Source: an optimization exercise on an open RTL-to-GDS flow (aim: small area). Production flows keep margins and buffers that such runs may drop.
Only simulation tests tie the RTL to the original design; equivalence was not proved.

**flow/standard.sh**
```bash
#!/bin/bash
# synth_recipe.tcl (not shown) runs the flow's synth.tcl, then flattens the netlist and writes it again
# the make line also repeats each setting of config.mk as NAME=value (left out here)
make -C /OpenROAD-flow-scripts/flow DESIGN_CONFIG=/design/flow/config.mk WORK_HOME=/design/flow/orfs CLKGATE_MAP_FILE= SYNTH_SCRIPT=/design/flow/synth_recipe.tcl "${@:-finish}"
```
**flow/config.mk**
```make
export PLATFORM = sky130hd
export DESIGN_NAME = processing_element
export DESIGN_NICKNAME = processing_element
export VERILOG_FILES = /design/flow/design.v
export SDC_FILE = /design/flow/constraint.sdc
export NUM_CORES = 4
export LEC_CHECK = 0
export CAP_MARGIN = 0
export CORE_MARGIN = 2
export CORE_UTILIZATION = 65
export CTS_BUF_LIST = sky130_fd_sc_hd__clkbuf_8
export GPL_TIMING_DRIVEN = 0
export SLEW_MARGIN = 0
export SYNTH_HIERARCHICAL = 1
```
**flow/flow/run.sh**
```bash
#!/bin/bash
# Standard layout; ports buffered with a small buffer, synthesis buffers removed before placement.
set -euo pipefail
export BUFFER_PORTS_ARGS="-buffer_cell sky130_fd_sc_hd__buf_1"
export REMOVE_ABC_BUFFERS=1
export RECOVER_POWER=100
export CTS_ARGS="-sink_clustering_enable -repair_clock_nets -buf_list sky130_fd_sc_hd__clkbuf_8 -dont_use_dummy_load"
bash standard.sh > standard_flow.log 2>&1
```
**flow/design.v**
```verilog
module processing_element(activation, weight, out, clk, rst);
parameter NON_ZERO_WEIGHTS = 108,
          SPECIAL_CASE = 0,
          FRACTIONAL_BITS = 8,
          BIT_SIZE = 16;
output reg signed [BIT_SIZE-1:0] out;
input [BIT_SIZE-1:0] activation, weight;
input clk, rst;
reg [23:0] s_n;        
reg [15:0] d1, d2, d3, d4;   
reg [6:0] cnt;       
reg valid;           
wire load = (cnt == 0);
wire [23:0] nxt;
wire one1;
wire two2;
wire neg3;
wire none4;
wire ntwo5;
wire nx6;
wire nx7;
wire nx8;
wire nx9;
wire nx10;
wire nx11;
wire nx12;
wire nx13;
wire nx14;
wire nx15;
wire nx16;
wire nx17;
wire nx18;
wire nx19;
wire nx20;
wire nx21;
wire pp22;
wire pp23;
wire pp24;
wire pp25;
wire pp26;
wire pp27;
wire pp28;
wire pp29;
wire pp30;
wire pp31;
wire pp32;
wire pp33;
wire pp34;
wire pp35;
wire pp36;
wire pp37;
wire pp38;
wire one39;
wire two40;
wire neg41;
wire none42;
wire ntwo43;
wire nx44;
wire nx45;
wire nx46;
wire nx47;
wire nx48;
wire nx49;
wire nx50;
wire nx51;
wire nx52;
wire nx53;
wire nx54;
wire nx55;
wire nx56;
wire nx57;
wire nx58;
wire nx59;
wire pp60;
wire pp61;
wire pp62;
wire pp63;
wire pp64;
wire pp65;
wire pp66;
wire pp67;
wire pp68;
wire pp69;
wire pp70;
wire pp71;
wire pp72;
wire pp73;
wire pp74;
wire pp75;
wire pp76;
wire one77;
wire two78;
wire neg79;
wire none80;
wire ntwo81;
wire nx82;
wire nx83;
wire nx84;
wire nx85;
wire nx86;
wire nx87;
wire nx88;
wire nx89;
wire nx90;
wire nx91;
wire nx92;
wire nx93;
wire nx94;
wire nx95;
wire nx96;
wire nx97;
wire pp98;
wire pp99;
wire pp100;
wire pp101;
wire pp102;
wire pp103;
wire pp104;
wire pp105;
wire pp106;
wire pp107;
wire pp108;
wire pp109;
wire pp110;
wire pp111;
wire pp112;
wire pp113;
wire pp114;
wire one115;
wire two116;
wire neg117;
wire none118;
wire ntwo119;
wire nx120;
wire nx121;
wire nx122;
wire nx123;
wire nx124;
wire nx125;
wire nx126;
wire nx127;
wire nx128;
wire nx129;
wire nx130;
wire nx131;
wire nx132;
wire nx133;
wire nx134;
wire nx135;
wire pp136;
wire pp137;
wire pp138;
wire pp139;
wire pp140;
wire pp141;
wire pp142;
wire pp143;
wire pp144;
wire pp145;
wire pp146;
wire pp147;
wire pp148;
wire pp149;
wire pp150;
wire pp151;
wire pp152;
wire one153;
wire two154;
wire neg155;
wire none156;
wire ntwo157;
wire nx158;
wire nx159;
wire nx160;
wire nx161;
wire nx162;
wire nx163;
wire nx164;
wire nx165;
wire nx166;
wire nx167;
wire nx168;
wire nx169;
wire nx170;
wire nx171;
wire nx172;
wire nx173;
wire pp174;
wire pp175;
wire pp176;
wire pp177;
wire pp178;
wire pp179;
wire pp180;
wire pp181;
wire pp182;
wire pp183;
wire pp184;
wire pp185;
wire pp186;
wire pp187;
wire pp188;
wire pp189;
wire one190;
wire two191;
wire neg192;
wire none193;
wire ntwo194;
wire nx195;
wire nx196;
wire nx197;
wire nx198;
wire nx199;
wire nx200;
wire nx201;
wire nx202;
wire nx203;
wire nx204;
wire nx205;
wire nx206;
wire nx207;
wire nx208;
wire pp209;
wire pp210;
wire pp211;
wire pp212;
wire pp213;
wire pp214;
wire pp215;
wire pp216;
wire pp217;
wire pp218;
wire pp219;
wire pp220;
wire pp221;
wire pp222;
wire one223;
wire two224;
wire neg225;
wire none226;
wire ntwo227;
wire nx228;
wire nx229;
wire nx230;
wire nx231;
wire nx232;
wire nx233;
wire nx234;
wire nx235;
wire nx236;
wire nx237;
wire nx238;
wire nx239;
wire pp240;
wire pp241;
wire pp242;
wire pp243;
wire pp244;
wire pp245;
wire pp246;
wire pp247;
wire pp248;
wire pp249;
wire pp250;
wire pp251;
wire one252;
wire two253;
wire neg254;
wire none255;
wire ntwo256;
wire nx257;
wire nx258;
wire nx259;
wire nx260;
wire nx261;
wire nx262;
wire nx263;
wire nx264;
wire nx265;
wire nx266;
wire pp267;
wire pp268;
wire pp269;
wire pp270;
wire pp271;
wire pp272;
wire pp273;
wire pp274;
wire pp275;
wire pp276;
wire ac277;
wire ac278;
wire ac279;
wire ac280;
wire ac281;
wire ac282;
wire ac283;
wire ac284;
wire ac285;
wire ac286;
wire ac287;
wire ac288;
wire ac289;
wire ac290;
wire ac291;
wire ac292;
wire ac293;
wire ac294;
wire ac295;
wire ac296;
wire ac297;
wire ac298;
wire ac299;
wire ac300;
wire es301;
wire ec302;
wire es303;
wire ec304;
wire es305;
wire ec306;
wire es307;
wire ec308;
wire es309;
wire ec310;
wire es311;
wire ec312;
wire es313;
wire es314;
wire ec315;
wire es316;
wire ec317;
wire es318;
wire ec319;
wire es320;
wire es321;
wire ec322;
wire es323;
wire hs324;
wire hc325;
wire hs326;
wire hc327;
wire hs328;
wire hc329;
wire fs330;
wire fc331;
wire hs332;
wire hc333;
wire fs334;
wire fc335;
wire fs336;
wire fc337;
wire fs338;
wire fc339;
wire fs340;
wire fc341;
wire fs342;
wire fc343;
wire fs344;
wire fc345;
wire hs346;
wire hc347;
wire fs348;
wire fc349;
wire fs350;
wire fc351;
wire fs352;
wire fc353;
wire fs354;
wire fc355;
wire fs356;
wire fc357;
wire fs358;
wire fc359;
wire fs360;
wire fc361;
wire fs362;
wire fc363;
wire fs364;
wire fc365;
wire fs366;
wire fc367;
wire fs368;
wire fc369;
wire hs370;
wire hc371;
wire fs372;
wire fc373;
wire fs374;
wire fc375;
wire fs376;
wire fc377;
wire fs378;
wire fc379;
wire fs380;
wire fc381;
wire hs382;
wire hc383;
wire hs384;
wire hc385;
wire hs386;
wire hc387;
wire fs388;
wire fc389;
wire hs390;
wire hc391;
wire fs392;
wire fc393;
wire hs394;
wire hc395;
wire fs396;
wire fc397;
wire fs398;
wire fc399;
wire fs400;
wire fc401;
wire fs402;
wire fc403;
wire fs404;
wire fc405;
wire fs406;
wire fc407;
wire fs408;
wire fc409;
wire fs410;
wire fc411;
wire fs412;
wire fc413;
wire fs414;
wire fc415;
wire fs416;
wire fc417;
wire fs418;
wire fc419;
wire fs420;
wire fc421;
wire fs422;
wire fc423;
wire fs424;
wire fc425;
wire fs426;
wire fc427;
wire fs428;
wire fc429;
wire fs430;
wire fc431;
wire fs432;
wire fc433;
wire fs434;
wire fc435;
wire fs436;
wire fc437;
wire fs438;
wire fc439;
wire fs440;
wire fc441;
wire fs442;
wire fc443;
wire fs444;
wire fc445;
wire fs446;
wire fc447;
wire fs448;
wire fc449;
wire fs450;
wire fc451;
wire fs452;
wire fc453;
wire fs454;
wire fc455;
wire fs456;
wire fs457;
wire hs458;
wire hc459;
wire hs460;
wire hc461;
wire fs462;
wire fc463;
wire fs464;
wire fc465;
wire fs466;
wire fc467;
wire fs468;
wire fc469;
wire fs470;
wire fc471;
wire fs472;
wire fc473;
wire fs474;
wire fc475;
wire fs476;
wire fc477;
wire fs478;
wire fc479;
wire fs480;
wire fc481;
wire fs482;
wire fc483;
wire fs484;
wire fc485;
wire fs486;
wire fc487;
wire fs488;
wire fc489;
wire fs490;
wire fc491;
wire fs492;
wire fc493;
wire fs494;
wire fc495;
wire fs496;
wire fc497;
wire fs498;
wire fc499;
wire fs500;
wire hs501;
wire hc502;
wire hs503;
wire hc504;
wire fs505;
wire fc506;
wire fs507;
wire fc508;
wire fs509;
wire fc510;
wire fs511;
wire fc512;
wire fs513;
wire fc514;
wire fs515;
wire fc516;
wire fs517;
wire fc518;
wire fs519;
wire fc520;
wire fs521;
wire fc522;
wire fs523;
wire fc524;
wire fs525;
wire fc526;
wire fs527;
wire fc528;
wire fs529;
wire fc530;
wire fs531;
wire fc532;
wire fs533;
wire fc534;
wire fs535;
wire fc536;
wire fs537;
wire fc538;
wire fs539;
wire fc540;
wire fs541;
wire fc542;
wire fs543;
wire fc544;
wire fs545;
wire fc546;
wire fs547;
wire g548;
wire p549;
wire g550;
wire p551;
wire g552;
wire p553;
wire g554;
wire p555;
wire g556;
wire p557;
wire g558;
wire p559;
wire g560;
wire p561;
wire g562;
wire p563;
wire g564;
wire p565;
wire g566;
wire p567;
wire g568;
wire p569;
wire g570;
wire p571;
wire g572;
wire p573;
wire g574;
wire p575;
wire g576;
wire p577;
wire g578;
wire p579;
wire g580;
wire p581;
wire g582;
wire p583;
wire g584;
wire p585;
wire g586;
wire p587;
wire g588;
wire p589;
wire g590;
wire p591;
wire g592;
wire p593;
wire g594;
wire p595;
wire G596;
wire P597;
wire G598;
wire P599;
wire G600;
wire P601;
wire G602;
wire P603;
wire G604;
wire P605;
wire G606;
wire P607;
wire G608;
wire P609;
wire G610;
wire P611;
wire G612;
wire P613;
wire G614;
wire P615;
wire G616;
wire P617;
wire G618;
wire P619;
wire G620;
wire P621;
wire G622;
wire P623;
wire G624;
wire P625;
wire G626;
wire P627;
wire G628;
wire P629;
wire G630;
wire P631;
wire G632;
wire P633;
wire G634;
wire P635;
wire G636;
wire P637;
wire G638;
wire P639;
wire G640;
wire P641;
wire G642;
wire P643;
wire G644;
wire P645;
wire G646;
wire P647;
wire G648;
wire P649;
wire G650;
wire P651;
wire G652;
wire P653;
wire G654;
wire P655;
wire G656;
wire P657;
wire G658;
wire P659;
wire G660;
wire P661;
wire G662;
wire P663;
wire G664;
wire P665;
wire G666;
wire P667;
wire G668;
wire P669;
wire G670;
wire P671;
wire G672;
wire P673;
wire G674;
wire P675;
wire G676;
wire P677;
wire G678;
wire P679;
wire G680;
wire P681;
wire G682;
wire P683;
wire G684;
wire P685;
wire G686;
wire P687;
wire G688;
wire P689;
wire G690;
wire P691;
wire G692;
wire P693;
wire G694;
wire P695;
wire G696;
wire P697;
wire G698;
wire P699;
assign one1 = weight[0] ^ 1'b0;
assign two2 = (weight[1] & ~weight[0] & ~1'b0) | (~weight[1] & weight[0] & 1'b0);
assign neg3 = weight[1] & ~(weight[0] & 1'b0);
assign none4 = ~one1;
assign ntwo5 = ~two2;
assign nx6 = ~(activation[0] ^ neg3);
assign nx7 = ~(activation[1] ^ neg3);
assign nx8 = ~(activation[2] ^ neg3);
assign nx9 = ~(activation[3] ^ neg3);
assign nx10 = ~(activation[4] ^ neg3);
assign nx11 = ~(activation[5] ^ neg3);
assign nx12 = ~(activation[6] ^ neg3);
assign nx13 = ~(activation[7] ^ neg3);
assign nx14 = ~(activation[8] ^ neg3);
assign nx15 = ~(activation[9] ^ neg3);
assign nx16 = ~(activation[10] ^ neg3);
assign nx17 = ~(activation[11] ^ neg3);
assign nx18 = ~(activation[12] ^ neg3);
assign nx19 = ~(activation[13] ^ neg3);
assign nx20 = ~(activation[14] ^ neg3);
assign nx21 = ~(activation[15] ^ neg3);
assign pp22 = ((one1 & ~nx6) | (two2 & neg3));
pe_o22ai u_sel1 (.a(none4), .b(nx7), .c(ntwo5), .d(nx6), .y(pp23));
pe_o22ai u_sel2 (.a(none4), .b(nx8), .c(ntwo5), .d(nx7), .y(pp24));
pe_o22ai u_sel3 (.a(none4), .b(nx9), .c(ntwo5), .d(nx8), .y(pp25));
pe_o22ai u_sel4 (.a(none4), .b(nx10), .c(ntwo5), .d(nx9), .y(pp26));
pe_o22ai u_sel5 (.a(none4), .b(nx11), .c(ntwo5), .d(nx10), .y(pp27));
pe_o22ai u_sel6 (.a(none4), .b(nx12), .c(ntwo5), .d(nx11), .y(pp28));
pe_o22ai u_sel7 (.a(none4), .b(nx13), .c(ntwo5), .d(nx12), .y(pp29));
pe_o22ai u_sel8 (.a(none4), .b(nx14), .c(ntwo5), .d(nx13), .y(pp30));
pe_o22ai u_sel9 (.a(none4), .b(nx15), .c(ntwo5), .d(nx14), .y(pp31));
pe_o22ai u_sel10 (.a(none4), .b(nx16), .c(ntwo5), .d(nx15), .y(pp32));
pe_o22ai u_sel11 (.a(none4), .b(nx17), .c(ntwo5), .d(nx16), .y(pp33));
pe_o22ai u_sel12 (.a(none4), .b(nx18), .c(ntwo5), .d(nx17), .y(pp34));
pe_o22ai u_sel13 (.a(none4), .b(nx19), .c(ntwo5), .d(nx18), .y(pp35));
pe_o22ai u_sel14 (.a(none4), .b(nx20), .c(ntwo5), .d(nx19), .y(pp36));
pe_o22ai u_sel15 (.a(none4), .b(nx21), .c(ntwo5), .d(nx20), .y(pp37));
pe_o22a u_sel16 (.a(none4), .b(nx21), .c(ntwo5), .d(nx21), .y(pp38));
assign one39 = weight[2] ^ weight[1];
assign two40 = (weight[3] & ~weight[2] & ~weight[1]) | (~weight[3] & weight[2] & weight[1]);
assign neg41 = weight[3] & ~(weight[2] & weight[1]);
assign none42 = ~one39;
assign ntwo43 = ~two40;
assign nx44 = ~(activation[0] ^ neg41);
assign nx45 = ~(activation[1] ^ neg41);
assign nx46 = ~(activation[2] ^ neg41);
assign nx47 = ~(activation[3] ^ neg41);
assign nx48 = ~(activation[4] ^ neg41);
assign nx49 = ~(activation[5] ^ neg41);
assign nx50 = ~(activation[6] ^ neg41);
assign nx51 = ~(activation[7] ^ neg41);
assign nx52 = ~(activation[8] ^ neg41);
assign nx53 = ~(activation[9] ^ neg41);
assign nx54 = ~(activation[10] ^ neg41);
assign nx55 = ~(activation[11] ^ neg41);
assign nx56 = ~(activation[12] ^ neg41);
assign nx57 = ~(activation[13] ^ neg41);
assign nx58 = ~(activation[14] ^ neg41);
assign nx59 = ~(activation[15] ^ neg41);
assign pp60 = ((one39 & ~nx44) | (two40 & neg41));
pe_o22ai u_sel17 (.a(none42), .b(nx45), .c(ntwo43), .d(nx44), .y(pp61));
pe_o22ai u_sel18 (.a(none42), .b(nx46), .c(ntwo43), .d(nx45), .y(pp62));
pe_o22ai u_sel19 (.a(none42), .b(nx47), .c(ntwo43), .d(nx46), .y(pp63));
pe_o22ai u_sel20 (.a(none42), .b(nx48), .c(ntwo43), .d(nx47), .y(pp64));
pe_o22ai u_sel21 (.a(none42), .b(nx49), .c(ntwo43), .d(nx48), .y(pp65));
pe_o22ai u_sel22 (.a(none42), .b(nx50), .c(ntwo43), .d(nx49), .y(pp66));
pe_o22ai u_sel23 (.a(none42), .b(nx51), .c(ntwo43), .d(nx50), .y(pp67));
pe_o22ai u_sel24 (.a(none42), .b(nx52), .c(ntwo43), .d(nx51), .y(pp68));
pe_o22ai u_sel25 (.a(none42), .b(nx53), .c(ntwo43), .d(nx52), .y(pp69));
pe_o22ai u_sel26 (.a(none42), .b(nx54), .c(ntwo43), .d(nx53), .y(pp70));
pe_o22ai u_sel27 (.a(none42), .b(nx55), .c(ntwo43), .d(nx54), .y(pp71));
pe_o22ai u_sel28 (.a(none42), .b(nx56), .c(ntwo43), .d(nx55), .y(pp72));
pe_o22ai u_sel29 (.a(none42), .b(nx57), .c(ntwo43), .d(nx56), .y(pp73));
pe_o22ai u_sel30 (.a(none42), .b(nx58), .c(ntwo43), .d(nx57), .y(pp74));
pe_o22ai u_sel31 (.a(none42), .b(nx59), .c(ntwo43), .d(nx58), .y(pp75));
pe_o22a u_sel32 (.a(none42), .b(nx59), .c(ntwo43), .d(nx59), .y(pp76));
assign one77 = weight[4] ^ weight[3];
assign two78 = (weight[5] & ~weight[4] & ~weight[3]) | (~weight[5] & weight[4] & weight[3]);
assign neg79 = weight[5] & ~(weight[4] & weight[3]);
assign none80 = ~one77;
assign ntwo81 = ~two78;
assign nx82 = ~(activation[0] ^ neg79);
assign nx83 = ~(activation[1] ^ neg79);
assign nx84 = ~(activation[2] ^ neg79);
assign nx85 = ~(activation[3] ^ neg79);
assign nx86 = ~(activation[4] ^ neg79);
assign nx87 = ~(activation[5] ^ neg79);
assign nx88 = ~(activation[6] ^ neg79);
assign nx89 = ~(activation[7] ^ neg79);
assign nx90 = ~(activation[8] ^ neg79);
assign nx91 = ~(activation[9] ^ neg79);
assign nx92 = ~(activation[10] ^ neg79);
assign nx93 = ~(activation[11] ^ neg79);
assign nx94 = ~(activation[12] ^ neg79);
assign nx95 = ~(activation[13] ^ neg79);
assign nx96 = ~(activation[14] ^ neg79);
assign nx97 = ~(activation[15] ^ neg79);
assign pp98 = ((one77 & ~nx82) | (two78 & neg79));
pe_o22ai u_sel33 (.a(none80), .b(nx83), .c(ntwo81), .d(nx82), .y(pp99));
pe_o22ai u_sel34 (.a(none80), .b(nx84), .c(ntwo81), .d(nx83), .y(pp100));
pe_o22ai u_sel35 (.a(none80), .b(nx85), .c(ntwo81), .d(nx84), .y(pp101));
pe_o22ai u_sel36 (.a(none80), .b(nx86), .c(ntwo81), .d(nx85), .y(pp102));
pe_o22ai u_sel37 (.a(none80), .b(nx87), .c(ntwo81), .d(nx86), .y(pp103));
pe_o22ai u_sel38 (.a(none80), .b(nx88), .c(ntwo81), .d(nx87), .y(pp104));
pe_o22ai u_sel39 (.a(none80), .b(nx89), .c(ntwo81), .d(nx88), .y(pp105));
pe_o22ai u_sel40 (.a(none80), .b(nx90), .c(ntwo81), .d(nx89), .y(pp106));
pe_o22ai u_sel41 (.a(none80), .b(nx91), .c(ntwo81), .d(nx90), .y(pp107));
pe_o22ai u_sel42 (.a(none80), .b(nx92), .c(ntwo81), .d(nx91), .y(pp108));
pe_o22ai u_sel43 (.a(none80), .b(nx93), .c(ntwo81), .d(nx92), .y(pp109));
pe_o22ai u_sel44 (.a(none80), .b(nx94), .c(ntwo81), .d(nx93), .y(pp110));
pe_o22ai u_sel45 (.a(none80), .b(nx95), .c(ntwo81), .d(nx94), .y(pp111));
pe_o22ai u_sel46 (.a(none80), .b(nx96), .c(ntwo81), .d(nx95), .y(pp112));
pe_o22ai u_sel47 (.a(none80), .b(nx97), .c(ntwo81), .d(nx96), .y(pp113));
pe_o22a u_sel48 (.a(none80), .b(nx97), .c(ntwo81), .d(nx97), .y(pp114));
assign one115 = weight[6] ^ weight[5];
assign two116 = (weight[7] & ~weight[6] & ~weight[5]) | (~weight[7] & weight[6] & weight[5]);
assign neg117 = weight[7] & ~(weight[6] & weight[5]);
assign none118 = ~one115;
assign ntwo119 = ~two116;
assign nx120 = ~(activation[0] ^ neg117);
assign nx121 = ~(activation[1] ^ neg117);
assign nx122 = ~(activation[2] ^ neg117);
assign nx123 = ~(activation[3] ^ neg117);
assign nx124 = ~(activation[4] ^ neg117);
assign nx125 = ~(activation[5] ^ neg117);
assign nx126 = ~(activation[6] ^ neg117);
assign nx127 = ~(activation[7] ^ neg117);
assign nx128 = ~(activation[8] ^ neg117);
assign nx129 = ~(activation[9] ^ neg117);
assign nx130 = ~(activation[10] ^ neg117);
assign nx131 = ~(activation[11] ^ neg117);
assign nx132 = ~(activation[12] ^ neg117);
assign nx133 = ~(activation[13] ^ neg117);
assign nx134 = ~(activation[14] ^ neg117);
assign nx135 = ~(activation[15] ^ neg117);
assign pp136 = ((one115 & ~nx120) | (two116 & neg117));
pe_o22ai u_sel49 (.a(none118), .b(nx121), .c(ntwo119), .d(nx120), .y(pp137));
pe_o22ai u_sel50 (.a(none118), .b(nx122), .c(ntwo119), .d(nx121), .y(pp138));
pe_o22ai u_sel51 (.a(none118), .b(nx123), .c(ntwo119), .d(nx122), .y(pp139));
pe_o22ai u_sel52 (.a(none118), .b(nx124), .c(ntwo119), .d(nx123), .y(pp140));
pe_o22ai u_sel53 (.a(none118), .b(nx125), .c(ntwo119), .d(nx124), .y(pp141));
pe_o22ai u_sel54 (.a(none118), .b(nx126), .c(ntwo119), .d(nx125), .y(pp142));
pe_o22ai u_sel55 (.a(none118), .b(nx127), .c(ntwo119), .d(nx126), .y(pp143));
pe_o22ai u_sel56 (.a(none118), .b(nx128), .c(ntwo119), .d(nx127), .y(pp144));
pe_o22ai u_sel57 (.a(none118), .b(nx129), .c(ntwo119), .d(nx128), .y(pp145));
pe_o22ai u_sel58 (.a(none118), .b(nx130), .c(ntwo119), .d(nx129), .y(pp146));
pe_o22ai u_sel59 (.a(none118), .b(nx131), .c(ntwo119), .d(nx130), .y(pp147));
pe_o22ai u_sel60 (.a(none118), .b(nx132), .c(ntwo119), .d(nx131), .y(pp148));
pe_o22ai u_sel61 (.a(none118), .b(nx133), .c(ntwo119), .d(nx132), .y(pp149));
pe_o22ai u_sel62 (.a(none118), .b(nx134), .c(ntwo119), .d(nx133), .y(pp150));
pe_o22ai u_sel63 (.a(none118), .b(nx135), .c(ntwo119), .d(nx134), .y(pp151));
pe_o22a u_sel64 (.a(none118), .b(nx135), .c(ntwo119), .d(nx135), .y(pp152));
assign one153 = weight[8] ^ weight[7];
assign two154 = (weight[9] & ~weight[8] & ~weight[7]) | (~weight[9] & weight[8] & weight[7]);
assign neg155 = weight[9] & ~(weight[8] & weight[7]);
assign none156 = ~one153;
assign ntwo157 = ~two154;
assign nx158 = ~(activation[0] ^ neg155);
assign nx159 = ~(activation[1] ^ neg155);
assign nx160 = ~(activation[2] ^ neg155);
assign nx161 = ~(activation[3] ^ neg155);
assign nx162 = ~(activation[4] ^ neg155);
assign nx163 = ~(activation[5] ^ neg155);
assign nx164 = ~(activation[6] ^ neg155);
assign nx165 = ~(activation[7] ^ neg155);
assign nx166 = ~(activation[8] ^ neg155);
assign nx167 = ~(activation[9] ^ neg155);
assign nx168 = ~(activation[10] ^ neg155);
assign nx169 = ~(activation[11] ^ neg155);
assign nx170 = ~(activation[12] ^ neg155);
assign nx171 = ~(activation[13] ^ neg155);
assign nx172 = ~(activation[14] ^ neg155);
assign nx173 = ~(activation[15] ^ neg155);
assign pp174 = ((one153 & ~nx158) | (two154 & neg155));
pe_o22ai u_sel65 (.a(none156), .b(nx159), .c(ntwo157), .d(nx158), .y(pp175));
pe_o22ai u_sel66 (.a(none156), .b(nx160), .c(ntwo157), .d(nx159), .y(pp176));
pe_o22ai u_sel67 (.a(none156), .b(nx161), .c(ntwo157), .d(nx160), .y(pp177));
pe_o22ai u_sel68 (.a(none156), .b(nx162), .c(ntwo157), .d(nx161), .y(pp178));
pe_o22ai u_sel69 (.a(none156), .b(nx163), .c(ntwo157), .d(nx162), .y(pp179));
pe_o22ai u_sel70 (.a(none156), .b(nx164), .c(ntwo157), .d(nx163), .y(pp180));
pe_o22ai u_sel71 (.a(none156), .b(nx165), .c(ntwo157), .d(nx164), .y(pp181));
pe_o22ai u_sel72 (.a(none156), .b(nx166), .c(ntwo157), .d(nx165), .y(pp182));
pe_o22ai u_sel73 (.a(none156), .b(nx167), .c(ntwo157), .d(nx166), .y(pp183));
pe_o22ai u_sel74 (.a(none156), .b(nx168), .c(ntwo157), .d(nx167), .y(pp184));
pe_o22ai u_sel75 (.a(none156), .b(nx169), .c(ntwo157), .d(nx168), .y(pp185));
pe_o22ai u_sel76 (.a(none156), .b(nx170), .c(ntwo157), .d(nx169), .y(pp186));
pe_o22ai u_sel77 (.a(none156), .b(nx171), .c(ntwo157), .d(nx170), .y(pp187));
pe_o22ai u_sel78 (.a(none156), .b(nx172), .c(ntwo157), .d(nx171), .y(pp188));
pe_o22ai u_sel79 (.a(none156), .b(nx173), .c(ntwo157), .d(nx172), .y(pp189));
assign one190 = weight[10] ^ weight[9];
assign two191 = (weight[11] & ~weight[10] & ~weight[9]) | (~weight[11] & weight[10] & weight[9]);
assign neg192 = weight[11] & ~(weight[10] & weight[9]);
assign none193 = ~one190;
assign ntwo194 = ~two191;
assign nx195 = ~(activation[0] ^ neg192);
assign nx196 = ~(activation[1] ^ neg192);
assign nx197 = ~(activation[2] ^ neg192);
assign nx198 = ~(activation[3] ^ neg192);
assign nx199 = ~(activation[4] ^ neg192);
assign nx200 = ~(activation[5] ^ neg192);
assign nx201 = ~(activation[6] ^ neg192);
assign nx202 = ~(activation[7] ^ neg192);
assign nx203 = ~(activation[8] ^ neg192);
assign nx204 = ~(activation[9] ^ neg192);
assign nx205 = ~(activation[10] ^ neg192);
assign nx206 = ~(activation[11] ^ neg192);
assign nx207 = ~(activation[12] ^ neg192);
assign nx208 = ~(activation[13] ^ neg192);
assign pp209 = ((one190 & ~nx195) | (two191 & neg192));
pe_o22ai u_sel80 (.a(none193), .b(nx196), .c(ntwo194), .d(nx195), .y(pp210));
pe_o22ai u_sel81 (.a(none193), .b(nx197), .c(ntwo194), .d(nx196), .y(pp211));
pe_o22ai u_sel82 (.a(none193), .b(nx198), .c(ntwo194), .d(nx197), .y(pp212));
pe_o22ai u_sel83 (.a(none193), .b(nx199), .c(ntwo194), .d(nx198), .y(pp213));
pe_o22ai u_sel84 (.a(none193), .b(nx200), .c(ntwo194), .d(nx199), .y(pp214));
pe_o22ai u_sel85 (.a(none193), .b(nx201), .c(ntwo194), .d(nx200), .y(pp215));
pe_o22ai u_sel86 (.a(none193), .b(nx202), .c(ntwo194), .d(nx201), .y(pp216));
pe_o22ai u_sel87 (.a(none193), .b(nx203), .c(ntwo194), .d(nx202), .y(pp217));
pe_o22ai u_sel88 (.a(none193), .b(nx204), .c(ntwo194), .d(nx203), .y(pp218));
pe_o22ai u_sel89 (.a(none193), .b(nx205), .c(ntwo194), .d(nx204), .y(pp219));
pe_o22ai u_sel90 (.a(none193), .b(nx206), .c(ntwo194), .d(nx205), .y(pp220));
pe_o22ai u_sel91 (.a(none193), .b(nx207), .c(ntwo194), .d(nx206), .y(pp221));
pe_o22ai u_sel92 (.a(none193), .b(nx208), .c(ntwo194), .d(nx207), .y(pp222));
assign one223 = weight[12] ^ weight[11];
assign two224 = (weight[13] & ~weight[12] & ~weight[11]) | (~weight[13] & weight[12] & weight[11]);
assign neg225 = weight[13] & ~(weight[12] & weight[11]);
assign none226 = ~one223;
assign ntwo227 = ~two224;
assign nx228 = ~(activation[0] ^ neg225);
assign nx229 = ~(activation[1] ^ neg225);
assign nx230 = ~(activation[2] ^ neg225);
assign nx231 = ~(activation[3] ^ neg225);
assign nx232 = ~(activation[4] ^ neg225);
assign nx233 = ~(activation[5] ^ neg225);
assign nx234 = ~(activation[6] ^ neg225);
assign nx235 = ~(activation[7] ^ neg225);
assign nx236 = ~(activation[8] ^ neg225);
assign nx237 = ~(activation[9] ^ neg225);
assign nx238 = ~(activation[10] ^ neg225);
assign nx239 = ~(activation[11] ^ neg225);
assign pp240 = ((one223 & ~nx228) | (two224 & neg225));
pe_o22ai u_sel93 (.a(none226), .b(nx229), .c(ntwo227), .d(nx228), .y(pp241));
pe_o22ai u_sel94 (.a(none226), .b(nx230), .c(ntwo227), .d(nx229), .y(pp242));
pe_o22ai u_sel95 (.a(none226), .b(nx231), .c(ntwo227), .d(nx230), .y(pp243));
pe_o22ai u_sel96 (.a(none226), .b(nx232), .c(ntwo227), .d(nx231), .y(pp244));
pe_o22ai u_sel97 (.a(none226), .b(nx233), .c(ntwo227), .d(nx232), .y(pp245));
pe_o22ai u_sel98 (.a(none226), .b(nx234), .c(ntwo227), .d(nx233), .y(pp246));
pe_o22ai u_sel99 (.a(none226), .b(nx235), .c(ntwo227), .d(nx234), .y(pp247));
pe_o22ai u_sel100 (.a(none226), .b(nx236), .c(ntwo227), .d(nx235), .y(pp248));
pe_o22ai u_sel101 (.a(none226), .b(nx237), .c(ntwo227), .d(nx236), .y(pp249));
pe_o22ai u_sel102 (.a(none226), .b(nx238), .c(ntwo227), .d(nx237), .y(pp250));
pe_o22ai u_sel103 (.a(none226), .b(nx239), .c(ntwo227), .d(nx238), .y(pp251));
assign one252 = weight[14] ^ weight[13];
assign two253 = (weight[15] & ~weight[14] & ~weight[13]) | (~weight[15] & weight[14] & weight[13]);
assign neg254 = weight[15] & ~(weight[14] & weight[13]);
assign none255 = ~one252;
assign ntwo256 = ~two253;
assign nx257 = ~(activation[0] ^ neg254);
assign nx258 = ~(activation[1] ^ neg254);
assign nx259 = ~(activation[2] ^ neg254);
assign nx260 = ~(activation[3] ^ neg254);
assign nx261 = ~(activation[4] ^ neg254);
assign nx262 = ~(activation[5] ^ neg254);
assign nx263 = ~(activation[6] ^ neg254);
assign nx264 = ~(activation[7] ^ neg254);
assign nx265 = ~(activation[8] ^ neg254);
assign nx266 = ~(activation[9] ^ neg254);
assign pp267 = ((one252 & ~nx257) | (two253 & neg254));
pe_o22ai u_sel104 (.a(none255), .b(nx258), .c(ntwo256), .d(nx257), .y(pp268));
pe_o22ai u_sel105 (.a(none255), .b(nx259), .c(ntwo256), .d(nx258), .y(pp269));
pe_o22ai u_sel106 (.a(none255), .b(nx260), .c(ntwo256), .d(nx259), .y(pp270));
pe_o22ai u_sel107 (.a(none255), .b(nx261), .c(ntwo256), .d(nx260), .y(pp271));
pe_o22ai u_sel108 (.a(none255), .b(nx262), .c(ntwo256), .d(nx261), .y(pp272));
pe_o22ai u_sel109 (.a(none255), .b(nx263), .c(ntwo256), .d(nx262), .y(pp273));
pe_o22ai u_sel110 (.a(none255), .b(nx264), .c(ntwo256), .d(nx263), .y(pp274));
pe_o22ai u_sel111 (.a(none255), .b(nx265), .c(ntwo256), .d(nx264), .y(pp275));
pe_o22ai u_sel112 (.a(none255), .b(nx266), .c(ntwo256), .d(nx265), .y(pp276));
assign ac277 = ~(s_n[0] | load);
assign ac278 = ~(s_n[1] | load);
assign ac279 = ~(s_n[2] | load);
assign ac280 = ~(s_n[3] | load);
assign ac281 = ~(s_n[4] | load);
assign ac282 = ~(s_n[5] | load);
assign ac283 = ~(s_n[6] | load);
assign ac284 = ~(s_n[7] | load);
assign ac285 = ~(s_n[8] | load);
assign ac286 = ~(s_n[9] | load);
assign ac287 = ~(s_n[10] | load);
assign ac288 = ~(s_n[11] | load);
assign ac289 = ~(s_n[12] | load);
assign ac290 = ~(s_n[13] | load);
assign ac291 = ~(s_n[14] | load);
assign ac292 = ~(s_n[15] | load);
assign ac293 = ~(s_n[16] | load);
assign ac294 = ~(s_n[17] | load);
assign ac295 = ~(s_n[18] | load);
assign ac296 = ~(s_n[19] | load);
assign ac297 = ~(s_n[20] | load);
assign ac298 = ~(s_n[21] | load);
assign ac299 = ~(s_n[22] | load);
assign ac300 = ~(s_n[23] | load);
pe_ha u_ha113 (.a(ac285), .b(neg155), .s(es301), .co(ec302));
pe_ha u_ha114 (.a(ac286), .b(ec302), .s(es303), .co(ec304));
pe_fa u_fa115 (.a(ac287), .b(neg192), .c(ec304), .s(es305), .co(ec306));
pe_ha u_ha116 (.a(ac289), .b(neg225), .s(es307), .co(ec308));
pe_ha u_ha117 (.a(ac290), .b(ec308), .s(es309), .co(ec310));
pe_fa u_fa118 (.a(ac291), .b(neg254), .c(ec310), .s(es311), .co(ec312));
assign es313 = ~ac293;
assign es314 = ~(ac294 ^ ac293);
assign ec315 = ac294 | ac293;
pe_ha u_ha119 (.a(ac295), .b(ec315), .s(es316), .co(ec317));
assign es318 = ~(ac296 ^ ec317);
assign ec319 = ac296 | ec317;
assign es320 = ~ac298;
pe_ha u_ha120 (.a(ac299), .b(ac298), .s(es321), .co(ec322));
assign es323 = 1'b1 ^ ac300 ^ ec322;
pe_ha u_ha121 (.a(ac292), .b(pp37), .s(hs324), .co(hc325));
pe_ha u_ha122 (.a(es313), .b(pp38), .s(hs326), .co(hc327));
pe_ha u_ha123 (.a(pp32), .b(pp68), .s(hs328), .co(hc329));
pe_fa u_fa124 (.a(ac288), .b(pp33), .c(pp69), .s(fs330), .co(fc331));
pe_ha u_ha125 (.a(pp105), .b(pp141), .s(hs332), .co(hc333));
pe_fa u_fa126 (.a(es307), .b(pp34), .c(pp70), .s(fs334), .co(fc335));
pe_fa u_fa127 (.a(pp106), .b(pp142), .c(pp178), .s(fs336), .co(fc337));
pe_fa u_fa128 (.a(es309), .b(pp35), .c(pp71), .s(fs338), .co(fc339));
pe_fa u_fa129 (.a(pp107), .b(pp143), .c(pp179), .s(fs340), .co(fc341));
pe_fa u_fa130 (.a(pp36), .b(pp72), .c(pp108), .s(fs342), .co(fc343));
pe_fa u_fa131 (.a(pp144), .b(pp180), .c(pp213), .s(fs344), .co(fc345));
pe_ha u_ha132 (.a(pp242), .b(pp267), .s(hs346), .co(hc347));
pe_fa u_fa133 (.a(pp73), .b(pp109), .c(pp145), .s(fs348), .co(fc349));
pe_fa u_fa134 (.a(pp181), .b(pp214), .c(pp243), .s(fs350), .co(fc351));
pe_fa u_fa135 (.a(pp268), .b(ec312), .c(hs324), .s(fs352), .co(fc353));
pe_fa u_fa136 (.a(pp74), .b(pp110), .c(pp146), .s(fs354), .co(fc355));
pe_fa u_fa137 (.a(pp182), .b(pp215), .c(pp244), .s(fs356), .co(fc357));
pe_fa u_fa138 (.a(pp269), .b(hc325), .c(hs326), .s(fs358), .co(fc359));
pe_fa u_fa139 (.a(es314), .b(pp75), .c(pp111), .s(fs360), .co(fc361));
pe_fa u_fa140 (.a(pp147), .b(pp183), .c(pp216), .s(fs362), .co(fc363));
pe_fa u_fa141 (.a(pp245), .b(pp270), .c(hc327), .s(fs364), .co(fc365));
pe_fa u_fa142 (.a(es316), .b(pp76), .c(pp112), .s(fs366), .co(fc367));
pe_fa u_fa143 (.a(pp148), .b(pp184), .c(pp217), .s(fs368), .co(fc369));
pe_ha u_ha144 (.a(pp246), .b(pp271), .s(hs370), .co(hc371));
pe_fa u_fa145 (.a(pp113), .b(pp149), .c(pp185), .s(fs372), .co(fc373));
pe_fa u_fa146 (.a(pp218), .b(pp247), .c(pp272), .s(fs374), .co(fc375));
pe_fa u_fa147 (.a(ac297), .b(pp114), .c(pp150), .s(fs376), .co(fc377));
pe_fa u_fa148 (.a(pp186), .b(pp219), .c(pp248), .s(fs378), .co(fc379));
pe_fa u_fa149 (.a(es320), .b(pp151), .c(pp187), .s(fs380), .co(fc381));
pe_ha u_ha150 (.a(es321), .b(pp152), .s(hs382), .co(hc383));
pe_ha u_ha151 (.a(ac281), .b(neg79), .s(hs384), .co(hc385));
pe_ha u_ha152 (.a(ac282), .b(pp27), .s(hs386), .co(hc387));
pe_fa u_fa153 (.a(ac283), .b(neg117), .c(pp28), .s(fs388), .co(fc389));
pe_ha u_ha154 (.a(pp64), .b(pp100), .s(hs390), .co(hc391));
pe_fa u_fa155 (.a(ac284), .b(pp29), .c(pp65), .s(fs392), .co(fc393));
pe_ha u_ha156 (.a(pp101), .b(pp137), .s(hs394), .co(hc395));
pe_fa u_fa157 (.a(es301), .b(pp30), .c(pp66), .s(fs396), .co(fc397));
pe_fa u_fa158 (.a(pp102), .b(pp138), .c(pp174), .s(fs398), .co(fc399));
pe_fa u_fa159 (.a(es303), .b(pp31), .c(pp67), .s(fs400), .co(fc401));
pe_fa u_fa160 (.a(pp103), .b(pp139), .c(pp175), .s(fs402), .co(fc403));
pe_fa u_fa161 (.a(pp104), .b(pp140), .c(pp176), .s(fs404), .co(fc405));
pe_fa u_fa162 (.a(pp209), .b(es305), .c(hs328), .s(fs406), .co(fc407));
pe_fa u_fa163 (.a(pp177), .b(pp210), .c(ec306), .s(fs408), .co(fc409));
pe_fa u_fa164 (.a(hc329), .b(hs332), .c(fs330), .s(fs410), .co(fc411));
pe_fa u_fa165 (.a(pp211), .b(pp240), .c(hc333), .s(fs412), .co(fc413));
pe_fa u_fa166 (.a(fc331), .b(fs334), .c(fs336), .s(fs414), .co(fc415));
pe_fa u_fa167 (.a(pp212), .b(pp241), .c(fc335), .s(fs416), .co(fc417));
pe_fa u_fa168 (.a(fc337), .b(fs338), .c(fs340), .s(fs418), .co(fc419));
pe_fa u_fa169 (.a(es311), .b(hs346), .c(fc339), .s(fs420), .co(fc421));
pe_fa u_fa170 (.a(fc341), .b(fs342), .c(fs344), .s(fs422), .co(fc423));
pe_fa u_fa171 (.a(hc347), .b(fc343), .c(fc345), .s(fs424), .co(fc425));
pe_fa u_fa172 (.a(fs348), .b(fs350), .c(fs352), .s(fs426), .co(fc427));
pe_fa u_fa173 (.a(fc349), .b(fc351), .c(fs354), .s(fs428), .co(fc429));
pe_fa u_fa174 (.a(fs356), .b(fc353), .c(fs358), .s(fs430), .co(fc431));
pe_fa u_fa175 (.a(fc355), .b(fc357), .c(fs360), .s(fs432), .co(fc433));
pe_fa u_fa176 (.a(fs362), .b(fc359), .c(fs364), .s(fs434), .co(fc435));
pe_fa u_fa177 (.a(hs370), .b(fc361), .c(fc363), .s(fs436), .co(fc437));
pe_fa u_fa178 (.a(fs366), .b(fs368), .c(fc365), .s(fs438), .co(fc439));
pe_fa u_fa179 (.a(es318), .b(hc371), .c(fc367), .s(fs440), .co(fc441));
pe_fa u_fa180 (.a(fc369), .b(fs372), .c(fs374), .s(fs442), .co(fc443));
pe_fa u_fa181 (.a(pp273), .b(ec319), .c(fc373), .s(fs444), .co(fc445));
pe_fa u_fa182 (.a(fc375), .b(fs376), .c(fs378), .s(fs446), .co(fc447));
pe_fa u_fa183 (.a(pp220), .b(pp249), .c(pp274), .s(fs448), .co(fc449));
pe_fa u_fa184 (.a(fc377), .b(fc379), .c(fs380), .s(fs450), .co(fc451));
pe_fa u_fa185 (.a(pp188), .b(pp221), .c(pp250), .s(fs452), .co(fc453));
pe_fa u_fa186 (.a(pp275), .b(hs382), .c(fc381), .s(fs454), .co(fc455));
assign fs456 = es323 ^ pp189 ^ pp222;
assign fs457 = pp251 ^ pp276 ^ hc383;
pe_ha u_ha187 (.a(ac279), .b(neg41), .s(hs458), .co(hc459));
pe_ha u_ha188 (.a(ac280), .b(pp25), .s(hs460), .co(hc461));
pe_fa u_fa189 (.a(hs384), .b(pp26), .c(pp62), .s(fs462), .co(fc463));
pe_fa u_fa190 (.a(hc385), .b(pp63), .c(pp99), .s(fs464), .co(fc465));
pe_fa u_fa191 (.a(pp136), .b(hc387), .c(hs390), .s(fs466), .co(fc467));
pe_fa u_fa192 (.a(hc391), .b(hs394), .c(fc389), .s(fs468), .co(fc469));
pe_fa u_fa193 (.a(hc395), .b(fc393), .c(fs396), .s(fs470), .co(fc471));
pe_fa u_fa194 (.a(fc397), .b(fc399), .c(fs400), .s(fs472), .co(fc473));
pe_fa u_fa195 (.a(fc401), .b(fc403), .c(fs404), .s(fs474), .co(fc475));
pe_fa u_fa196 (.a(fc405), .b(fs408), .c(fc407), .s(fs476), .co(fc477));
pe_fa u_fa197 (.a(fc409), .b(fs412), .c(fc411), .s(fs478), .co(fc479));
pe_fa u_fa198 (.a(fc413), .b(fc415), .c(fs416), .s(fs480), .co(fc481));
pe_fa u_fa199 (.a(fc417), .b(fc419), .c(fs420), .s(fs482), .co(fc483));
pe_fa u_fa200 (.a(fc421), .b(fc423), .c(fs424), .s(fs484), .co(fc485));
pe_fa u_fa201 (.a(fc425), .b(fs428), .c(fc427), .s(fs486), .co(fc487));
pe_fa u_fa202 (.a(fc429), .b(fs432), .c(fc431), .s(fs488), .co(fc489));
pe_fa u_fa203 (.a(fc433), .b(fs436), .c(fc435), .s(fs490), .co(fc491));
pe_fa u_fa204 (.a(fc437), .b(fs440), .c(fs442), .s(fs492), .co(fc493));
pe_fa u_fa205 (.a(fc441), .b(fc443), .c(fs444), .s(fs494), .co(fc495));
pe_fa u_fa206 (.a(fs448), .b(fc445), .c(fc447), .s(fs496), .co(fc497));
pe_fa u_fa207 (.a(fc449), .b(fs452), .c(fc451), .s(fs498), .co(fc499));
assign fs500 = fc453 ^ fs456 ^ fs457;
pe_ha u_ha208 (.a(ac277), .b(neg3), .s(hs501), .co(hc502));
pe_ha u_ha209 (.a(ac278), .b(pp23), .s(hs503), .co(hc504));
pe_fa u_fa210 (.a(hs458), .b(pp24), .c(pp60), .s(fs505), .co(fc506));
pe_fa u_fa211 (.a(hc459), .b(pp61), .c(hs460), .s(fs507), .co(fc508));
pe_fa u_fa212 (.a(pp98), .b(hc461), .c(fs462), .s(fs509), .co(fc510));
pe_fa u_fa213 (.a(hs386), .b(fc463), .c(fs464), .s(fs511), .co(fc512));
pe_fa u_fa214 (.a(fc465), .b(fs388), .c(fs466), .s(fs513), .co(fc514));
pe_fa u_fa215 (.a(fs392), .b(fc467), .c(fs468), .s(fs515), .co(fc516));
pe_fa u_fa216 (.a(fs398), .b(fc469), .c(fs470), .s(fs517), .co(fc518));
pe_fa u_fa217 (.a(fs402), .b(fc471), .c(fs472), .s(fs519), .co(fc520));
pe_fa u_fa218 (.a(fs406), .b(fc473), .c(fs474), .s(fs521), .co(fc522));
pe_fa u_fa219 (.a(fc475), .b(fs410), .c(fs476), .s(fs523), .co(fc524));
pe_fa u_fa220 (.a(fs414), .b(fc477), .c(fs478), .s(fs525), .co(fc526));
pe_fa u_fa221 (.a(fs418), .b(fc479), .c(fs480), .s(fs527), .co(fc528));
pe_fa u_fa222 (.a(fs422), .b(fc481), .c(fs482), .s(fs529), .co(fc530));
pe_fa u_fa223 (.a(fs426), .b(fc483), .c(fs484), .s(fs531), .co(fc532));
pe_fa u_fa224 (.a(fs430), .b(fc485), .c(fs486), .s(fs533), .co(fc534));
pe_fa u_fa225 (.a(fs434), .b(fc487), .c(fs488), .s(fs535), .co(fc536));
pe_fa u_fa226 (.a(fs438), .b(fc489), .c(fs490), .s(fs537), .co(fc538));
pe_fa u_fa227 (.a(fc439), .b(fs492), .c(fc491), .s(fs539), .co(fc540));
pe_fa u_fa228 (.a(fs446), .b(fc493), .c(fs494), .s(fs541), .co(fc542));
pe_fa u_fa229 (.a(fs450), .b(fc495), .c(fs496), .s(fs543), .co(fc544));
pe_fa u_fa230 (.a(fs454), .b(fc497), .c(fs498), .s(fs545), .co(fc546));
assign fs547 = fc455 ^ fs500 ^ fc499;
assign g548 = hs501 & pp22;
assign p549 = hs501 ^ pp22;
assign g550 = hc502 & hs503;
assign p551 = hc502 ^ hs503;
assign g552 = hc504 & fs505;
assign p553 = hc504 ^ fs505;
assign g554 = fc506 & fs507;
assign p555 = fc506 ^ fs507;
assign g556 = fc508 & fs509;
assign p557 = fc508 ^ fs509;
assign g558 = fc510 & fs511;
assign p559 = fc510 ^ fs511;
assign g560 = fc512 & fs513;
assign p561 = fc512 ^ fs513;
assign g562 = fc514 & fs515;
assign p563 = fc514 ^ fs515;
assign g564 = fc516 & fs517;
assign p565 = fc516 ^ fs517;
assign g566 = fc518 & fs519;
assign p567 = fc518 ^ fs519;
assign g568 = fc520 & fs521;
assign p569 = fc520 ^ fs521;
assign g570 = fc522 & fs523;
assign p571 = fc522 ^ fs523;
assign g572 = fc524 & fs525;
assign p573 = fc524 ^ fs525;
assign g574 = fc526 & fs527;
assign p575 = fc526 ^ fs527;
assign g576 = fc528 & fs529;
assign p577 = fc528 ^ fs529;
assign g578 = fc530 & fs531;
assign p579 = fc530 ^ fs531;
assign g580 = fc532 & fs533;
assign p581 = fc532 ^ fs533;
assign g582 = fc534 & fs535;
assign p583 = fc534 ^ fs535;
assign g584 = fc536 & fs537;
assign p585 = fc536 ^ fs537;
assign g586 = fc538 & fs539;
assign p587 = fc538 ^ fs539;
assign g588 = fc540 & fs541;
assign p589 = fc540 ^ fs541;
assign g590 = fc542 & fs543;
assign p591 = fc542 ^ fs543;
assign g592 = fc544 & fs545;
assign p593 = fc544 ^ fs545;
assign g594 = fc546 & fs547;
assign p595 = fc546 ^ fs547;
assign G596 = g550 | (p551 & g548);
assign P597 = p551 & p549;
assign G598 = g554 | (p555 & g552);
assign P599 = p555 & p553;
assign G600 = g558 | (p559 & g556);
assign P601 = p559 & p557;
assign G602 = g562 | (p563 & g560);
assign P603 = p563 & p561;
assign G604 = g566 | (p567 & g564);
assign P605 = p567 & p565;
assign G606 = g570 | (p571 & g568);
assign P607 = p571 & p569;
assign G608 = g574 | (p575 & g572);
assign P609 = p575 & p573;
assign G610 = g578 | (p579 & g576);
assign P611 = p579 & p577;
assign G612 = g582 | (p583 & g580);
assign P613 = p583 & p581;
assign G614 = g586 | (p587 & g584);
assign P615 = p587 & p585;
assign G616 = g590 | (p591 & g588);
assign P617 = p591 & p589;
assign G618 = g594 | (p595 & g592);
assign P619 = p595 & p593;
assign G620 = g552 | (p553 & G596);
assign P621 = p553 & P597;
assign G622 = G598 | (P599 & G596);
assign P623 = P599 & P597;
assign G624 = g560 | (p561 & G600);
assign P625 = p561 & P601;
assign G626 = G602 | (P603 & G600);
assign P627 = P603 & P601;
assign G628 = g568 | (p569 & G604);
assign P629 = p569 & P605;
assign G630 = G606 | (P607 & G604);
assign P631 = P607 & P605;
assign G632 = g576 | (p577 & G608);
assign P633 = p577 & P609;
assign G634 = G610 | (P611 & G608);
assign P635 = P611 & P609;
assign G636 = g584 | (p585 & G612);
assign P637 = p585 & P613;
assign G638 = G614 | (P615 & G612);
assign P639 = P615 & P613;
assign G640 = g592 | (p593 & G616);
assign P641 = p593 & P617;
assign G642 = G618 | (P619 & G616);
assign P643 = P619 & P617;
assign G644 = g556 | (p557 & G622);
assign P645 = p557 & P623;
assign G646 = G600 | (P601 & G622);
assign P647 = P601 & P623;
assign G648 = G624 | (P625 & G622);
assign P649 = P625 & P623;
assign G650 = G626 | (P627 & G622);
assign P651 = P627 & P623;
assign G652 = g572 | (p573 & G630);
assign P653 = p573 & P631;
assign G654 = G608 | (P609 & G630);
assign P655 = P609 & P631;
assign G656 = G632 | (P633 & G630);
assign P657 = P633 & P631;
assign G658 = G634 | (P635 & G630);
assign P659 = P635 & P631;
assign G660 = g588 | (p589 & G638);
assign P661 = p589 & P639;
assign G662 = G616 | (P617 & G638);
assign P663 = P617 & P639;
assign G664 = G640 | (P641 & G638);
assign P665 = P641 & P639;
assign G666 = G642 | (P643 & G638);
assign P667 = P643 & P639;
assign G668 = g564 | (p565 & G650);
assign P669 = p565 & P651;
assign G670 = G604 | (P605 & G650);
assign P671 = P605 & P651;
assign G672 = G628 | (P629 & G650);
assign P673 = P629 & P651;
assign G674 = G630 | (P631 & G650);
assign P675 = P631 & P651;
assign G676 = G652 | (P653 & G650);
assign P677 = P653 & P651;
assign G678 = G654 | (P655 & G650);
assign P679 = P655 & P651;
assign G680 = G656 | (P657 & G650);
assign P681 = P657 & P651;
assign G682 = G658 | (P659 & G650);
assign P683 = P659 & P651;
assign G684 = g580 | (p581 & G682);
assign P685 = p581 & P683;
assign G686 = G612 | (P613 & G682);
assign P687 = P613 & P683;
assign G688 = G636 | (P637 & G682);
assign P689 = P637 & P683;
assign G690 = G638 | (P639 & G682);
assign P691 = P639 & P683;
assign G692 = G660 | (P661 & G682);
assign P693 = P661 & P683;
assign G694 = G662 | (P663 & G682);
assign P695 = P663 & P683;
assign G696 = G664 | (P665 & G682);
assign P697 = P665 & P683;
assign G698 = G666 | (P667 & G682);
assign P699 = P667 & P683;
assign nxt[0] = p549;
assign nxt[1] = (p551 ^ g548);
assign nxt[2] = (p553 ^ G596);
assign nxt[3] = (p555 ^ G620);
assign nxt[4] = (p557 ^ G622);
assign nxt[5] = (p559 ^ G644);
assign nxt[6] = (p561 ^ G646);
assign nxt[7] = (p563 ^ G648);
assign nxt[8] = (p565 ^ G650);
assign nxt[9] = (p567 ^ G668);
assign nxt[10] = (p569 ^ G670);
assign nxt[11] = (p571 ^ G672);
assign nxt[12] = (p573 ^ G674);
assign nxt[13] = (p575 ^ G676);
assign nxt[14] = (p577 ^ G678);
assign nxt[15] = (p579 ^ G680);
assign nxt[16] = (p581 ^ G682);
assign nxt[17] = (p583 ^ G684);
assign nxt[18] = (p585 ^ G686);
assign nxt[19] = (p587 ^ G688);
assign nxt[20] = (p589 ^ G690);
assign nxt[21] = (p591 ^ G692);
assign nxt[22] = (p593 ^ G694);
assign nxt[23] = (p595 ^ G696);
always @(posedge clk) begin
  s_n <= ~nxt;
  d1 <= s_n[FRACTIONAL_BITS+15:FRACTIONAL_BITS];
  d2 <= d1;
  d3 <= d2;
  d4 <= d3;
  if (!rst) begin
    cnt <= 0;
    valid <= 1'b0;
    out <= 0;
  end else begin
    cnt <= (cnt == NON_ZERO_WEIGHTS - 1) ? 7'd0 : cnt + 7'd1;
    valid <= valid | (cnt == 4);
    out <= valid ? ~d4 : 16'd0;
  end
end
endmodule
module pe_fa(a, b, c, s, co);
input a, b, c;
output s, co;
assign s = a ^ b ^ c;
assign co = (a & b) | (a & c) | (b & c);
endmodule
module pe_o22ai(a, b, c, d, y);
input a, b, c, d;
output y;
assign y = ~((a | b) & (c | d));
endmodule
module pe_o22a(a, b, c, d, y);
input a, b, c, d;
output y;
assign y = (a | b) & (c | d);
endmodule
module pe_ha(a, b, s, co);
input a, b;
output s, co;
assign s = a ^ b;
assign co = a & b;
endmodule
```
**flow/constraint.sdc**
```tcl
create_clock -name core_clock -period 6.5 [get_ports {clk}]
set_input_delay 1.3000 -clock core_clock [delete_from_list [all_inputs] [get_ports {clk}]]
set_output_delay 1.3000 -clock core_clock [all_outputs]
set_load 0.01 [all_outputs]
```
==> results.py, run 1 <==
metrics = {
    "critical_path": {
        "cp_max_fo": 22,
        "startpoint_type": "input port",
        "cp.arrival_ns": 6.53,
        "r2r_slack_ns": 0.43,
        "worstPathRequired_ns": 6.77,
        "r2r-end": "s_n[23]",
        "crit_path_end_kind": "flop",
        "r2r.worst_path.cells": 19,
        "r2r-start": "cnt[0]",
        "critical_path_class": "in -> reg",
    },
    "clock_network": {
        "clock_sinks": 112,
        "path_clk_slew_ns": 0.09,
        "cts_root_buffer": "clkbuf_8",
        "postCtsHoldBufs": 0,
        "cts_buffer_depth": 2,
        "cts.htree.levels": 3,
        "cts_tree": "done",
        "numCtsBuffers": 9,
        "clkLatencyLatePin_ns": 0.39,
    },
    "synth": {
        "synth_top_area_share": 0.2773,
        "syn_area_per_cell_um2": 10.74,
        "synth.top_cells.by_area": "dfxtp_1 (28%), fa_1 (25%), xnor2_1 (15%)",
        "yosysSeqAreaShare": 0.2773,
        "synth_edf_count": 0,
        "ys.warnings.count": 7,
        "synth_top_area_cell": "dfxtp_1",
        "synthCells": 753,
        "ys_types": 41,
        "syn-cell-area_mm2": 0.008085,
        "async_flop_share": 0,
        "yosys_most_used_dff": "dfxtp_1",
        "synth-seq-cells": 112,
    },
    "grt": {
        "grt_pass1_wl_um": 28790,
        "grt_pass1_vias": 5814,
        "antenna_found_initial": 0,
        "grt_start_max_net_pins": 25,
        "grt_use_total": 0.2779,
        "grt-ovfl-total": 0,
    },
    "routing": {
        "drt.antenna.violating_nets": 0,
        "vias": 5719,
        "wire_per_inst_um": 18.17,
        "drc_errors": 0,
        "via_per_inst": 5.988,
        "drt-total-wl_um": 17350,
        "drt_iter0_markers": 447,
        "firstDrtPassIters": 6,
    },
    "timing": {
        "tightest_slew_ns": 1.123,
        "finalClockSkew_ns": 0.03514,
        "min_period_ns": 6.267,
        "maxSlewViolCount": 0,
        "relSlewSlack": 0.2511,
        "fmax_mhz": 159.6,
        "hold_viol": 0,
        "fin_crit_sh": 0.9642,
        "rsz0062_at_grt": "false",
        "setup_viol": 0,
        "whs_ns": 0.3110,
    },
    "placed_design": {
        "dp_cells": 945,
        "io_buffers": 49,
        "hpwl_um": 13900,
        "gp_congestion": 0.9121,
    },
    "cells_and_area": {
        "area_delta_synth_final_pct": 6.360,
        "layout_common_cells": "xnor2_1 (135), dfxtp_1 (112), o22ai_1 (108)",
        "nets": 979,
        "final_common_cell": "xnor2_1",
        "diodes": 0,
        "instances_no_fill": 955,
        "drive_gt1_frac": 0.04574,
        "fin_util": 0.7130,
    },
    "floorplanning": {
        "rows": 40,
        "ios": 50,
        "die_area_mm2": 0.01335,
        "die_h_um": 115.5,
        "design.core.area_mm2": 0.01206,
        "initial_utilization": 0.6703,
        "fp.dieW_um": 115.5,
    },
    "job": {
        "cap_violations": 0,
    },
    "run_status": {
        "status": "no timing/DRC/antenna violations",
    },
    "worst_hold_path": {
        "hold_end": "d3[4]",
        "hp-start": "d2[4]",
        "hold_path.class": "reg -> reg",
        "whs_path_depth": 0,
    },
}
==> per-module statistics from Yosys, one instance, submodules excluded <==
module              flip-flops and latches  cell area, um2
pe_o22ai                                 0           6.256
pe_ha                                    0           12.51
pe_fa                                    0           20.02
processing_element                     112            5170
pe_o22a                                  0           8.758
==> flip-flops by register name, summed over array words and instances, names as in the netlist <==
signal,cells
cnt,7
d1,16
d2,16
d3,16
d4,16
out,16
s_n,24
valid,1
==> worst max-delay path, cell delays in order <==
cell     delay, ns
buf_2         0.52
ha_1          0.34
inv_1         0.44
o22ai_1       0.21
fa_1          0.44
fa_1          0.46
fa_1          0.54
fa_1          0.41
ha_1          0.33
a21o_1        0.17
a21o_1        0.17
a21o_1        0.18
nor3_1        0.12
o21ai_1       0.16
and4_1        0.26
o211a_1       0.22
a211o_1       0.23
==> layout make-up <==
type	instances	area [um2]
inverter	37	138.9
multi-input combinational	576	5639
tap	168	210.2
clock buffer	9	123.9
timing repair buffer	53	245.2
sequential	112	2242
fill	914	3462
==> how the worst max path moves through the flow <==
| stage | from | slack [ns] | cells after the start | endpoint |
|---|---|---|---|---|
| final | weight[1] | 0.23 | 17 | s_n[23] |
| after floorplan | weight[5] | 0.03 | 17 | s_n[23] |
| after global routing | weight[1] | 0.01 | 17 | s_n[23] |
| after global placement | weight[1] | -1.36 | 18 | s_n[23] |
| after CTS | weight[7] | 0.11 | 18 | s_n[23] |
| after detailed placement | weight[1] | -1.18 | 17 | s_n[23] |
==> metal layers <==
metal / vias to the layer above / global-route usage / share of wire
met5: - / 0 / 0
met4: 0 / 0.08353 / 0.019
met3: 27 / 0.06015 / 0.077
met2: 231 / 0.4417 / 0.45
met1: 2790 / 0.3859 / 0.45
li1: 2671 / - / -
==> Yosys cell counts (3+ instances only) <==
master	instances
xor2_1	10
o22ai_1	108
dfxtp_1	112
o21a_1	3
clkbuf_1	15
and2_1	4
xnor2_1	135
or2_2	6
a21o_1	5
a21oi_1	15
nand2b_1	3
buf_1	10
ha_1	54
inv_1	37
fa_1	102
nand2_1	10
nor2b_1	11
o22a_1	4
o21ai_0	8
o32ai_1	7
nor3_1	10
buf_2	4
nor2_1	53
nand3_1	4
==> logic make-up after synthesis <==
logic type      share of synthesized area
fa+ha+maj                          0.3361
buf+inv                           0.03126
simple gates                      0.06469
flops                              0.2773
compound gates                     0.1315
xor+xnor                           0.1591
==> per-stage QoR <==
stage	setup TNS (ns)	area, um2	worst slack [ns]
2_1_floorplan	0	7971	0.03154
3_3_place_gp	-11.05	8366	-1.357
3_5_place_dp	-8.708	8438	-1.177
4_1_cts	0	8576	0.1148
5_1_grt	0	8600	0.01276
6_report	0	8600	0.2330
==> repair_timing <==
action | in CTS | in global routing
setup buffers | 0 | 0
pin swaps | 0 | 1
cloned | 0 | 1
resized for setup | 4 | 8
setup endpoints to repair | 10 | 3
endpoints found under the hold margin | 0 | 0
==> inputs of run 2 (changes only) <==
--- a/flow/flow/run.sh
+++ b/flow/flow/run.sh
@@ -5,4 +5,4 @@
 export REMOVE_ABC_BUFFERS=1
 export RECOVER_POWER=100
-export CTS_ARGS="-sink_clustering_enable -repair_clock_nets -buf_list sky130_fd_sc_hd__clkbuf_8 -dont_use_dummy_load"
+export CTS_ARGS="-sink_clustering_enable -repair_clock_nets -buf_list sky130_fd_sc_hd__clkbuf_8 -dont_use_dummy_load -sink_buffer_max_cap_derate 1.0"
 bash standard.sh > standard_flow.log 2>&1
--- a/flow/config.mk
+++ b/flow/config.mk
@@ -8,5 +8,5 @@
 export CAP_MARGIN = 0
 export CORE_MARGIN = 2
-export CORE_UTILIZATION = 65
+export CORE_UTILIZATION = 40
 export CTS_BUF_LIST = sky130_fd_sc_hd__clkbuf_8
 export GPL_TIMING_DRIVEN = 0
==> run 2 against run 1 <==
Effect of this change:
- clock-buffer cell count did not move
- synthesized cell count did not move
==> results.py, run 2 <==
metrics = {
    "routing": {
        "via_per_inst": 5.164,
        "drt.antenna.violating_nets": 0,
        "vias": 5458,
        "drc_errors": 0,
        "wire_per_inst_um": 16.02,
        "drt_iter0_markers": 220,
        "firstDrtPassIters": 4,
        "drt-total-wl_um": 16930,
    },
    "timing": {
        "finalClockSkew_ns": 0.02948,
        "fin_crit_sh": 0.9478,
        "tightest_slew_ns": 1.199,
        "fmax_mhz": 162.3,
        "setup_tns_ns": 0,
        "relSlewSlack": 0.1963,
        "maxSlewViolCount": 0,
        "whs_ns": 0.3131,
        "min_period_ns": 6.161,
        "hold_viol": 0,
        "rsz0062_at_grt": "false",
        "setup_viol": 0,
    },
    "critical_path": {
        "cp_max_fo": 13,
        "cp.arrival_ns": 6.43,
        "r2r-start": "cnt[0]",
        "startpoint_type": "input port",
        "critPathSlowestCell": "nor2_2",
        "worstPathRequired_ns": 6.77,
        "crit_path_end_kind": "flop",
        "path_cells": "buf_1 -> ha_1 -> nor2_2 -> ha_1 -> ha_1 -> fa_1 -> fa_1 -> fa_1 -> fa_1 -> ha_1 -> a21o_1 -> a21o_1 -> nor3_1 -> o21ai_1 -> and4_1 -> o211a_1 -> a211o_1",
        "crit_start": "weight[11]",
        "slowest_delay_ns": 0.63,
        "critical_path_class": "in -> reg",
    },
    "grt": {
        "grt.busiest_layer": "met2",
        "grt_use_met1": 0.2285,
        "grt-ovfl-total": 0,
        "grt_pass1_wl_um": 27670,
        "grt_use_total": 0.1603,
        "use_met3": 0.02250,
        "grt_pass1_vias": 5434,
        "grt.met2_usage": 0.2594,
        "grt_start_max_net_pins": 25,
        "antenna_found_initial": 0,
    },
    "synth": {
        "synth.top_cells.by_area": "dfxtp_1 (28%), fa_1 (25%), xnor2_1 (15%)",
        "yosysSeqAreaShare": 0.2773,
        "synth_top_area_share": 0.2773,
        "yosys_most_used_dff": "dfxtp_1",
        "synth-seq-cells": 112,
        "synth_most_common_cell": "xnor2_1",
        "ys.warnings.count": 7,
        "synth.top_cells.by_count": "xnor2_1 (135), dfxtp_1 (112), o22ai_1 (108)",
        "async_flop_share": 0,
        "syn-cell-area_mm2": 0.008085,
        "synth_edf_count": 0,
        "synthCells": 753,
        "syn_area_per_cell_um2": 10.74,
        "synth_top_area_cell": "dfxtp_1",
        "ys_types": 41,
    },
    "worst_hold_path": {
        "hold_path.class": "reg -> reg",
        "hp-start": "d2[8]",
    },
    "clock_network": {
        "clock_sinks": 112,
        "path_clk_slew_ns": 0.10,
        "cts_root_buffer": "clkbuf_8",
        "cts_buffer_depth": 2,
        "clkLatencyLatePin_ns": 0.38,
        "cts_tree": "done",
        "numCtsBuffers": 9,
        "cts.htree.levels": 3,
        "postCtsHoldBufs": 0,
    },
    "cells_and_area": {
        "fin_util": 0.4350,
        "regMostFlops": "s_n",
        "drive_gt1_frac": 0.04447,
        "nFillCells": 1976,
        "nets": 979,
        "regArea_mm2": 0.002242,
        "multi_input_area_mm2": 0.005629,
        "diodes": 0,
        "layout_common_cells": "xnor2_1 (135), dfxtp_1 (112), o22ai_1 (108)",
        "post-route-cell-area_mm2": 0.008717,
        "area_delta_synth_final_pct": 7.815,
        "final_common_cell": "xnor2_1",
        "largest_register_ffs": 24,
    },
    "floorplanning": {
        "fp.dieW_um": 146.2,
        "rows": 52,
        "initial_utilization": 0.4035,
        "ios": 50,
        "design.core.area_mm2": 0.02004,
        "die_area_mm2": 0.02137,
        "die_h_um": 146.2,
    },
    "job": {
        "cap_violations": 0,
    },
    "placed_design": {
        "io_buffers": 49,
        "hpwl_um": 13570,
        "gp_congestion": 0.8968,
        "placed_area_mm2": 0.008566,
    },
    "run_status": {
        "status": "no timing/DRC/antenna violations",
    },
}
[run 2: worst max-delay path: cells and delay by family]
| kind | cells | cell delay [ns] |
|---|---|---|
| AND/OR/NAND/NOR | 3 | 1.01 |
| AO/OA/AOI/OAI | 5 | 0.94 |
| adder cells (fa/ha/maj) | 8 | 3.05 |
| buffers and inverters | 1 | 0.13 |
[run 2: cells by family after synthesis]
family / share of synthesized area
buffers and inverters: 0.03126
xor gates and xnor gates: 0.1591
DFF: 0.2773
and+or+nand+nor: 0.06469
adders and majority gates: 0.3361
AOI/OAI and AO/OA: 0.1315
[run 2: worst paths after layout]
check	end	slack (ns)	cells after the start
worst max-delay path	s_n[23]	0.34	17
worst min register to register	d3[8]	0.31	0
worst min-delay path	d3[8]	0.31	0
worst max register to register	s_n[23]	0.47	19
[run 2: per-layer routing]
layer / part of all wire / vias to the layer above
li1: - / 2680
met2: 0.45 / 106
met5: 0 / -
met3: 0.039 / 13
met4: 0.014 / 0
met1: 0.50 / 2659
[run 2: metrics by stage]
stage | setup WS (ns) | std cells
detailed placement | -1.032 | 1047
CTS | 0.1160 | 1056
global placement | -1.378 | 1043
finish | 0.3392 | 1057
global route | 0.03085 | 1057
floorplan | 0.03154 | 724
[run 2: repair_timing]
item,4_1_cts,5_1_grt
gates resized for setup,4,6
setup buffers,0,0
hold endpoints to repair,0,0
setup endpoints to repair,9,3
pin swaps,0,1
cloned,0,1
[run 2: layout make-up]
cell class,count,share of cell area
Multi-Input combinational cell,576,0.6458
Sequential cell,112,0.2572
Inverter,37,0.01593
Timing Repair Buffer,53,0.02813
Tap cell,270,0.03875
Clock buffer,9,0.01421
[run 2: modules after synthesis (local to each module, per instance)]
| module | cells inside | cell area (um2) |
|---|---|---|
| pe_o22a | 1 | 8.758 |
| pe_o22ai | 1 | 6.256 |
| pe_fa | 1 | 20.02 |
| pe_ha | 1 | 12.51 |
| processing_element | 523 | 5170 |

-- port drivers added, routing unchanged --
In the flow no input, the clock included, has a driving cell. The finished layouts below were timed again as built, in two steps. Step 1 sets driving cells, clkbuf_16 on the clock port and buf_2 on the other inputs (assumed; they add their load-dependent delay and slew). Step 2 also shifts input and output timing later by t, the mid clock arrival at the registers, as if the neighbouring blocks saw the same clock. a / b / c = ideal ports / drivers / drivers and shift; a / b = the first two.
| run | t (ns) | setup slack, ns | hold slack, ns | worst register clock-pin slew, ns | worst slew at a driven data input, ns |
|---|---|---|---|---|---|
| run 1 | 0.408 | 0.233 / 0.250 / -0.158 | 0.311 / 0.311 / 0.311 | 0.11 / 0.11 | 0.04 |
| run 2 | 0.398 | 0.339 / 0.356 / -0.042 | 0.313 / 0.313 / 0.313 | 0.11 / 0.11 | 0.03 |
Met with ideal ports but missed after step 2: setup timing in run 1 and run 2. The setup slack of run 1, which loses most, moves by +0.017 ns with the drivers and by -0.391 ns with both steps.
